This design comes from an exercise in tuning for small area and a short achievable clock period on the open sky130 flow, not from production work. The RTL was checked by simulation tests, not by an equivalence proof against the original design. Power is estimated from default activity; no workload was simulated.

== lagoon ==
// pe_array
module pe_array (
  input wire [3:0] sw_output_1,
  input wire [3:0] sw_output_2,
  input wire [3:0] sw_output_3,
  input wire [3:0] sw_output_4,
  input wire [3:0] sw_output_5,
  input wire [3:0] sw_output_6,
  input wire [3:0] sw_output_7,
  input wire [3:0] sw_output_8,
  input wire [3:0] sw_output_9,
  input wire [3:0] sw_output_10,
  input wire [3:0] sw_output_11,
  input wire [3:0] sw_output_12,
  input wire [3:0] sw_output_13,
  input wire [3:0] sw_output_14,
  input wire [3:0] sw_output_15,
  input wire [3:0] sw_output_16,
  input wire [3:0] sw_output_17,
  input wire [3:0] sw_output_18,
  input wire [3:0] sw_output_19,
  input wire [3:0] sw_output_20,
  input wire [3:0] sw_output_21,
  input wire [3:0] sw_output_22,
  input wire [3:0] sw_output_23,
  input wire [3:0] sw_output_24,
  input wire [3:0] sw_output_25,
  input wire [3:0] sw_output_26,
  input wire [3:0] sw_output_27,
  input wire [3:0] sw_output_28,
  input wire [3:0] sw_output_29,
  input wire [3:0] sw_output_30,
  input wire [3:0] sw_output_31,
  input wire [3:0] sw_output_32,
  input wire [3:0] sw_output_33,
  input wire [3:0] sw_output_34,
  input wire [3:0] sw_output_35,
  input wire [3:0] sw_output_36,
  input wire [3:0] sw_output_37,
  input wire [3:0] sw_output_38,
  input wire [3:0] sw_output_39,
  input wire [3:0] sw_output_40,
  ...
Size in the first run: about 7,000 cells after synthesis, ~760 I/O pins.
export LEC_CHECK = 0
export CAP_MARGIN = 20
export CORE_MARGIN = 2
export CORE_UTILIZATION = 60
export CTS_CLUSTER_DIAMETER = 100
export CTS_CLUSTER_SIZE = 30
export SETUP_SLACK_MARGIN = 2.2
export SLEW_MARGIN = 20
export SYNTH_HIERARCHICAL = 1
create_clock -name core_clock -period 4.5 [get_ports {clk}]
standard.sh (not shown) runs the stock make flow with config.mk's settings and CLKGATE_MAP_FILE= SYNTH_SCRIPT=/design/flow/synth_recipe.tcl, a recipe that flattens the netlist after the stock synthesis.
==> flow/flow/run.sh <==
#!/bin/bash
# Standard layout, with plain buffers (instead of delay cells) on the ports.
set -euo pipefail
bash standard.sh "BUFFER_PORTS_ARGS=-buffer_cell sky130_fd_sc_hd__buf_2" finish > standard_flow.log 2>&1
Changes in quartz relative to lagoon:
# lagoon
export LEC_CHECK = 0
export CAP_MARGIN = 20
export CORE_MARGIN = 2
export CORE_UTILIZATION = 60
export CTS_CLUSTER_DIAMETER = 100
export CTS_CLUSTER_SIZE = 30
export SETUP_SLACK_MARGIN = 2.2
export SLEW_MARGIN = 20
export SYNTH_HIERARCHICAL = 1
create_clock -name core_clock -period 4.5 [get_ports {clk}]
# quartz
export LEC_CHECK = 0
export CAP_MARGIN = 20
export CORE_MARGIN = 2
export CORE_UTILIZATION = 60
export CTS_CLUSTER_DIAMETER = 100
export CTS_CLUSTER_SIZE = 30
export SETUP_SLACK_MARGIN = 2.0
export SLEW_MARGIN = 20
export SYNTH_HIERARCHICAL = 1
create_clock -name core_clock -period 4.5 [get_ports {clk}]
==> flow/flow/run.sh <==
#!/bin/bash
# Standard layout, with plain buffers (instead of delay cells) on the ports.
set -euo pipefail
bash standard.sh "BUFFER_PORTS_ARGS=-buffer_cell sky130_fd_sc_hd__buf_1" finish > standard_flow.log 2>&1
==> run summary <==
Changes observed in quartz relative to lagoon: number of gates given a new drive strength after cts shrank by 168, global-route usage down 0.47 points, part of the power in combinational logic fell 0.7 points, first-iteration DRC count went down about 12%, measured slew at the worst slew-check pin went down by 0.024 ns. As far as cell depth of the worst min-delay path goes, quartz and lagoon are indistinguishable; the numbers are identical. For final cell count, quartz and lagoon come out practically identical. Power is higher on lagoon. Looking only at time the worst path needs with I/O delays and setup, and setting everything else aside, the higher value of lagoon and quartz goes to lagoon. The met3 routing resource usage after global routing on lagoon is in line with that on quartz.

--- another note on this design; it stands on its own ---

==> v38 <==
## pe_array
module pe_array (
  input wire [3:0] sw_output_1,
  input wire [3:0] sw_output_2,
  input wire [3:0] sw_output_3,
  input wire [3:0] sw_output_4,
  input wire [3:0] sw_output_5,
  input wire [3:0] sw_output_6,
  input wire [3:0] sw_output_7,
  input wire [3:0] sw_output_8,
  input wire [3:0] sw_output_9,
  input wire [3:0] sw_output_10,
  input wire [3:0] sw_output_11,
  input wire [3:0] sw_output_12,
  input wire [3:0] sw_output_13,
  input wire [3:0] sw_output_14,
  input wire [3:0] sw_output_15,
  input wire [3:0] sw_output_16,
  input wire [3:0] sw_output_17,
  input wire [3:0] sw_output_18,
  input wire [3:0] sw_output_19,
  input wire [3:0] sw_output_20,
  input wire [3:0] sw_output_21,
  input wire [3:0] sw_output_22,
  input wire [3:0] sw_output_23,
  input wire [3:0] sw_output_24,
  input wire [3:0] sw_output_25,
  input wire [3:0] sw_output_26,
  input wire [3:0] sw_output_27,
  input wire [3:0] sw_output_28,
  ...
Settings: LEC_CHECK=0, CAP_MARGIN=20, CORE_MARGIN=2, CORE_UTILIZATION=60, CTS_CLUSTER_DIAMETER=100, CTS_CLUSTER_SIZE=30, SETUP_SLACK_MARGIN=2.15, SLEW_MARGIN=20, SYNTH_HIERARCHICAL=1; clock period 4.5 ns.
standard.sh (not shown) runs the stock make flow with config.mk's settings and CLKGATE_MAP_FILE= SYNTH_SCRIPT=/design/flow/synth_recipe.tcl, a recipe that flattens the netlist after the stock synthesis.
==> flow/flow/run.sh <==
#!/bin/bash
# Standard layout, with plain buffers (instead of delay cells) on the ports.
set -euo pipefail
bash standard.sh "BUFFER_PORTS_ARGS=-buffer_cell sky130_fd_sc_hd__buf_1" finish > standard_flow.log 2>&1
==> v25: changes against v38 <==
CORE_UTILIZATION = 70   (was 60)
SETUP_SLACK_MARGIN = 2.0   (was 2.15)
==> metrics.cfg <==
[clock_tree]
number_of_buffers_added_for_setup_after_cts=0

[placement]
detailed_place_hpwl_um=120000

[critical_path]
critPathMaxStageDelay_ps=170

[cells_and_area]
nonClockBufferCount=763
num_antenna_cells=50
finalCoreUtilization_pct=70.1
seq-cell-share_pct=43.6
multiInputGateArea_um2=43700
filler_cell_count=9658

[status]
outcome=timing/DRC/antenna clean

[pwr]
power.sequential.fraction_pct=58.4

[timing]
timing_worst_slew_pin_value_ps=789

# the run above: v25

==> metrics.cfg <==
[status]
outcome=timing/DRC/antenna clean

[cells_and_area]
finalCoreUtilization_pct=60.7
nonClockBufferCount=777
seq-cell-share_pct=43.0
num_antenna_cells=37
multiInputGateArea_um2=43800

[clock_tree]
number_of_buffers_added_for_setup_after_cts=1

[pwr]
internal_power_consumption_w=0.0276
power.sequential.fraction_pct=57.9

[critical_path]
critPathMaxStageDelay_ps=150
critPathBufInv=3

[timing]
setup_violations=0
timing_worst_slew_pin_value_ps=756
layout_worst_path_cycle_share_pct=52.6

[placement]
detailed_place_hpwl_um=122000
dpl.cell_count=9651

# the run above: v38

-- afterwards: timing with drivers on the ports --
The flow's constraints put no driver on any port. The routed layouts listed below were extracted and timed again, unchanged, in two steps.
Step 1: set_driving_cell puts a clkbuf_16 on clk and a buf_2 on each other input, an assumption about the parent block.
Step 2 moves the port delays by t, midway between the first and last clock arrival at a register: inputs arrive t later, outputs are due t later. That takes back most of the time a late clock gives input paths.
Slacks: ideal / step 1 / step 2; pairs: ideal / step 1.
run | t, ns | setup slack, ns | pins driven straight from the clock port
lagoon | 0.768 | 2.032 / 1.691 / 1.438 | 1
quartz | 0.766 | 2.054 / 1.833 / 1.342 | 1
v38 | 0.769 | 2.134 / 1.908 / 1.328 | 1
v25 | 0.762 | 2.071 / 1.943 / 1.312 | 1
After both steps setup and hold are still met in every run listed. The setup slack of v38, which loses most, moves by -0.226 ns with the drivers and by -0.806 ns with both steps.
